This design comes from an exercise in tuning for small area, a short achievable clock period and few clock cycles per item on the open sky130 flow, not from production work. In this exercise RTL edits were held to simulation tests only and were not proved equivalent to the original. Power is estimated from default activity; no workload was simulated.

Design top_fsm, start of the top module:
module top_fsm(
        input clk,
        input rst_n,
        input        ram_in_we,
        input [4 :0] ram_in_addr_wr,
        input [7 :0] ram_in_data_wr,
        input [3 :0] ram_out_addr_rd,
        output [15:0] ram_out_data_rd,
        input opmode_in,
        output reg done_out
);
For scale: ~510 flip-flops, ~38 I/O pins.
clock: 4.5 ns
lec_check: 0
cap_margin: 20
core_margin: 2
core_utilization: 40
cts_buf_list: sky130_fd_sc_hd__clkbuf_4 sky130_fd_sc_hd__clkbuf_8
setup_slack_margin: 2.2
slew_margin: 20
run.sh (not shown) runs the stock make flow with config.mk's settings and CLKGATE_MAP_FILE= SYNTH_SCRIPT=/design/flow/synth_recipe.tcl, a recipe that flattens the netlist after the stock synthesis.
The baseline completed with no timing, DRC or antenna violations.
Testbench counts at the start, summed over its fixed seeds: cycles 384, transfers 192.
Next try:
- CORE_UTILIZATION: 40 -> 65
- CTS_BUF_LIST: sky130_fd_sc_hd__clkbuf_4 sky130_fd_sc_hd__clkbuf_8 -> unset
The new run finished clean.
Utilization grows by 30 points.
Cell area shrinks by 0.73%.
Sequential cell count stays the same.
Non-clock buffer count shrinks by 1.
Global-route usage grows by 11 points.
Worst setup slack improved by 0.074 ns.
Routed wire length shrinks by 1.3%.
Total power grows by 4.1%.
Next try:
- CORE_UTILIZATION: 65 -> 40
Result: Synthesized area does not change; clock skew came out higher by 0.0067 ns; power barely changes; setup slack gets worse by 0.026 ns; synthesized cell count is unchanged; cell count came out higher by 18%; non-clock buffer count went up by 9; routed wire length went up by 1.1%.
Next try:
- SETUP_SLACK_MARGIN: 2.2 -> 1.5
What happened: The new run completed without violations; setup slack degrades by 0.18 ns; register-to-register slack barely changes; non-clock buffer count came out lower by 37; cell area came out lower by a few percent.
Next try:
- SETUP_SLACK_MARGIN: 1.5 -> unset
Outcome:
- utilization drops by 1.6 points
- cell count barely changes
- sequential cell count is unchanged
- combinational power drops by roughly a tenth
- area after synthesis stays the same
- clock skew drops by 0.0031 ns

========
The RTL this note starts from:
==> flow/design.v <==
module top_fsm(
        input clk,
        input rst_n,
        input        ram_in_we,
        input [4 :0] ram_in_addr_wr,
        input [7 :0] ram_in_data_wr,
        input [3 :0] ram_out_addr_rd,
        output [15:0] ram_out_data_rd,
        input opmode_in,
        output reg done_out
);
    reg [7:0]  ram_in  [0:31];
    reg [15:0] ram_out [0:15];
    reg        busy;
    always @(posedge clk) begin
        if (ram_in_we)
            ram_in[ram_in_addr_wr] <= ram_in_data_wr;
    end
    integer k;
    always @(posedge clk) begin
        if (opmode_in)
            for (k = 0; k < 16; k = k + 1)
                ram_out[k] <= {ram_in[2*k], ram_in[2*k+1]};
    end
    wire [3:0] rd_lo, rd_hi;
    rd_pre u_rd_lo (.a(ram_out_addr_rd[1:0]), .p(rd_lo));
    rd_pre u_rd_hi (.a(ram_out_addr_rd[3:2]), .p(rd_hi));
    wire [15:0] rd_sel_c [0:1];
    genvar c, w;
    generate
        for (c = 0; c < 2; c = c + 1) begin : rd_copy
            for (w = 0; w < 16; w = w + 1) begin : line
                rd_and2 u_and (.a(rd_lo[w%4]), .b(rd_hi[w/4]), .y(rd_sel_c[c][w]));
            end
        end
    endgenerate
    genvar b, g;
    generate
        for (b = 0; b < 16; b = b + 1) begin : rd_bit
            wire [1:0] half;
            for (g = 0; g < 2; g = g + 1) begin : oct
                rd_octn u_oct (.s(rd_sel_c[b/8][8*g+7:8*g]),
                               .d({ram_out[8*g+7][b], ram_out[8*g+6][b], ram_out[8*g+5][b], ram_out[8*g+4][b],
                                   ram_out[8*g+3][b], ram_out[8*g+2][b], ram_out[8*g+1][b], ram_out[8*g][b]}),
                               .y(half[g]));
            end
            rd_nand2 u_or (.a(half[0]), .b(half[1]), .y(ram_out_data_rd[b]));
        end
    endgenerate
    always @(posedge clk or negedge rst_n) begin
        if (!rst_n)
            busy <= 1'b0;
        else
            busy <= opmode_in;
    end
    always @(posedge clk or negedge rst_n) begin
        if (!rst_n)
            done_out <= 1'b0;
        else if (opmode_in)
            done_out <= 1'b0;
        else if (busy)
            done_out <= 1'b1;
    end
endmodule
module rd_pre(input [1:0] a, output [3:0] p);
    assign p = 4'b1 << a;
endmodule
module rd_and2(input a, input b, output y);
    assign y = a & b;
endmodule
module rd_octn(input [7:0] s, input [7:0] d, output y);
    assign y = ~|(s & d);
endmodule
module rd_nand2(input a, input b, output y);
    assign y = ~(a & b);
endmodule
Settings: LEC_CHECK=0, CAP_MARGIN=20, CORE_MARGIN=2, CORE_UTILIZATION=65, SETUP_SLACK_MARGIN=2.0, SLEW_MARGIN=20, SYNTH_HIERARCHICAL=1, SYNTH_MINIMUM_KEEP_SIZE=0; clock period 4.5 ns.
standard.sh (not shown) runs the stock make flow with config.mk's settings and CLKGATE_MAP_FILE= SYNTH_SCRIPT=/design/flow/synth_recipe.tcl, a recipe that flattens the netlist after the stock synthesis.
==> flow/flow/run.sh <==
#!/bin/bash
# Standard layout (the standard.sh: standard synthesis, floorplan, power grid,
# placement, CTS, routing) with smaller port buffers, clkbuf_8 clock-tree leaf
# buffers and no dummy clock loads.
set -euo pipefail
export BUFFER_PORTS_ARGS="-buffer_cell sky130_fd_sc_hd__buf_1"
export CTS_ARGS="-sink_clustering_enable -repair_clock_nets -sink_clustering_size 20 -sink_clustering_max_diameter 60 -buf_list {sky130_fd_sc_hd__clkbuf_8 sky130_fd_sc_hd__clkbuf_16} -sink_clustering_buffer sky130_fd_sc_hd__clkbuf_8 -dont_use_dummy_load"
bash standard.sh > standard_flow.log 2>&1
The first run completed with no timing, DRC or antenna violations.
Testbench counts at the start, summed over its fixed seeds: cycles 384, transfers 192.
Edit:
--- a/flow/config.mk
+++ b/flow/config.mk
@@ -10,2 +10,2 @@
-export CORE_UTILIZATION = 65
-export SETUP_SLACK_MARGIN = 2.0
+export CORE_UTILIZATION = 72
+export SETUP_SLACK_MARGIN = 1.8
What happened: Wire length came out lower by about 2.6%; design area came out lower by 0.70%; flip-flop and latch count stays the same.
Edit:
--- a/flow/flow/run.sh
+++ b/flow/flow/run.sh
@@ -4 +4,2 @@
-# buffers and no dummy clock loads.
+# buffers, no dummy clock loads, and the read tree's AND-OR gates sized back
+# down after global routing (downsize.tcl).
@@ -5,0 +7 @@
+HERE="$(cd "$(dirname "$0")" && pwd)"
@@ -7,0 +10 @@
+export POST_GLOBAL_ROUTE_TCL="$HERE/downsize.tcl"
==> flow/flow/downsize.tcl (new file) <==
# Runs after global routing (POST_GLOBAL_ROUTE_TCL): puts every a22oi back to
# its smallest size, then legalizes and re-routes the nets that changed.
puts "WNS before downsizing: [sta::worst_slack -max]"
global_route -start_incremental
set n 0
foreach inst [get_cells *] {
  if { [regexp {^sky130_fd_sc_hd__a22oi_[24]$} [get_property $inst ref_name]] } {
    replace_cell $inst sky130_fd_sc_hd__a22oi_1
    incr n
  }
}
detailed_placement
global_route -end_incremental
estimate_parasitics -global_routing
write_guides $::env(RESULTS_DIR)/route.guide
puts "Downsized $n a22oi; WNS after: [sta::worst_slack -max]"
--- a/flow/config.mk
+++ b/flow/config.mk
@@ -10 +10,3 @@
-export CORE_UTILIZATION = 72
+export CORE_UTILIZATION = 65
+export CTS_CLUSTER_DIAMETER = 100
+export CTS_CLUSTER_SIZE = 30
Outcome:
- sequential share of layout area goes up by 1.7 points
- non-clock buffer count drops by 5
- sequential power stays flat
- hold slack gets better by 5.0 ps
- cell area went down by a few percent

========
// top_fsm: RTL as listed in full above, without the edits since
export LEC_CHECK = 0
export CAP_MARGIN = 20
export CORE_MARGIN = 2
export CORE_UTILIZATION = 65
export CTS_CLUSTER_DIAMETER = 100
export CTS_CLUSTER_SIZE = 30
export SETUP_SLACK_MARGIN = 1.8
export SLEW_MARGIN = 20
export SYNTH_HIERARCHICAL = 1
export SYNTH_MINIMUM_KEEP_SIZE = 0
create_clock -name core_clock -period 4.5 [get_ports {clk}]
==> flow/flow/run.sh <==
#!/bin/bash
# Standard layout (the standard.sh: standard synthesis, floorplan, power grid,
# placement, CTS, routing) with smaller port buffers, clkbuf_8 clock-tree leaf
# buffers and no dummy clock loads.
set -euo pipefail
export BUFFER_PORTS_ARGS="-buffer_cell sky130_fd_sc_hd__buf_1"
export CTS_ARGS="-sink_clustering_enable -repair_clock_nets -sink_clustering_size 20 -sink_clustering_max_diameter 60 -buf_list {sky130_fd_sc_hd__clkbuf_8 sky130_fd_sc_hd__clkbuf_16} -sink_clustering_buffer sky130_fd_sc_hd__clkbuf_8 -dont_use_dummy_load"
bash standard.sh > standard_flow.log 2>&1
Testbench counts at the start, summed over its fixed seeds: cycles 384, transfers 192.
Edit:
==> flow/run.sh (new file) <==
#!/bin/bash
# synth_recipe.tcl (not shown) runs the flow's synth.tcl, then flattens the netlist and writes it again
# the make line also repeats each setting of config.mk as NAME=value (left out here)
make -C /OpenROAD-flow-scripts/flow DESIGN_CONFIG=/design/flow/config.mk WORK_HOME=/design/flow/orfs CLKGATE_MAP_FILE= SYNTH_SCRIPT=/design/flow/synth_recipe.tcl finish
Settings changed: SETUP_SLACK_MARGIN 1.8 to 1.6.
removed: flow/flow/run.sh
removed: flow/standard.sh
After rerunning: Worst setup slack loses 0.084 ns; global-route usage fell by 0.12 points; area after synthesis does not change; critical path depth is higher by 1; wire length goes down slightly; cell area came out higher by a few percent; worst hold slack is better by 0.26 ns; fmax fell by a few percent; final cell count increases slightly; clock power grows by roughly a tenth; first-iteration DRC count went down by a few percent.
Edit:
==> flow/flow/run.sh (new file) <==
#!/bin/bash
# Standard layout (the standard.sh: standard synthesis, floorplan, power grid,
# placement, CTS, routing), with stronger timing-driven global placement.
set -euo pipefail
export GLOBAL_PLACEMENT_ARGS="-timing_driven_net_weight_max 5 -timing_driven_nets_percentage 25"
bash standard.sh > standard_flow.log 2>&1
==> flow/standard.sh (new file) <==
#!/bin/bash
# synth_recipe.tcl (not shown) runs the flow's synth.tcl, then flattens the netlist and writes it again
# the make line also repeats each setting of config.mk as NAME=value (left out here)
make -C /OpenROAD-flow-scripts/flow DESIGN_CONFIG=/design/flow/config.mk WORK_HOME=/design/flow/orfs CLKGATE_MAP_FILE= SYNTH_SCRIPT=/design/flow/synth_recipe.tcl "${@:-finish}"
Settings changed: SETUP_SLACK_MARGIN 1.6 to 1.8.
removed: flow/run.sh
Hold slack gets better by 0.013 ns; die area is unchanged; count of clock-buffer cells in the layout does not change; cell count went down slightly; power grows slightly; core utilization climbs by 0.39 points; wire length is higher by a little under a tenth; final area climbs slightly; flip-flop and latch count is unchanged.
Edit:
==> flow/flow/run.sh (replaced) <==
#!/bin/bash
# Standard layout (the standard.sh: standard synthesis, floorplan, power grid,
# placement, CTS, routing) with smaller port buffers and no dummy clock loads.
set -euo pipefail
export BUFFER_PORTS_ARGS="-buffer_cell sky130_fd_sc_hd__buf_1"
export CTS_ARGS="-sink_clustering_enable -repair_clock_nets -sink_clustering_size 30 -sink_clustering_max_diameter 100 -dont_use_dummy_load"
bash standard.sh > standard_flow.log 2>&1
What happened: The new run went through all stages and came out clean; hold slack is worse by 0.28 ns; critical path depth does not change; count of clock-buffer cells in the layout is lower by 8; clock power goes down by about 8%; total power falls by 2.7%; routed wire length decreases by 8.0%; sequential share of layout area rose by 1.9 points; sequential power barely changes; die area stays the same; setup slack gets better by 0.026 ns; clock skew rose by 0.039 ns.

## re-timing with driven ports
In the flow no input, the clock included, has a driving cell. The finished layouts below were timed again as built, in two steps. Step 1 (the two cells are an assumption about what drives the block):
set clk [get_ports {clk}]
set_driving_cell -lib_cell sky130_fd_sc_hd__clkbuf_16 $clk
set_driving_cell -lib_cell sky130_fd_sc_hd__buf_2 [delete_from_list [all_inputs] $clk]
Step 2, shift: input delay + t, output delay - t, t = (earliest + latest rising clock arrival at the registers) / 2. This alone moves slack from input paths to output paths. Three values: ideal, step 1, step 2; two values: the first two.
run	shift t [ns]	slack for setup (ns)	worst slew at a driven data input, ns
the first run of note 1	0.634	0.898 / 0.866 / 0.866	0.09
the second run of note 1	0.599	0.972 / 0.909 / 0.909	0.10
the third run of note 1	0.611	0.946 / 0.915 / 0.915	0.09
the fourth run of note 1	0.611	0.764 / 0.718 / 0.718	0.09
the fifth run of note 1	0.599	0.059 / 0.031 / 0.031	0.08
the first run of note 2	0.568	1.409 / 1.366 / 1.366	0.07
the second run of note 2	0.573	1.363 / 1.321 / 1.321	0.05
the third run of note 2	0.566	1.339 / 1.276 / 1.276	0.08
the first run of note 3	0.562	1.413 / 1.350 / 1.350	0.08
the second run of note 3	0.571	1.329 / 1.288 / 1.208	0.09
the third run of note 3	0.582	1.369 / 1.328 / 1.284	0.08
the fourth run of note 3	0.553	1.395 / 1.332 / 1.332	0.09
After both steps every run listed still meets setup and hold. The setup slack of the second run of note 3, which loses most, moves by -0.041 ns with the drivers and by -0.121 ns with both steps.
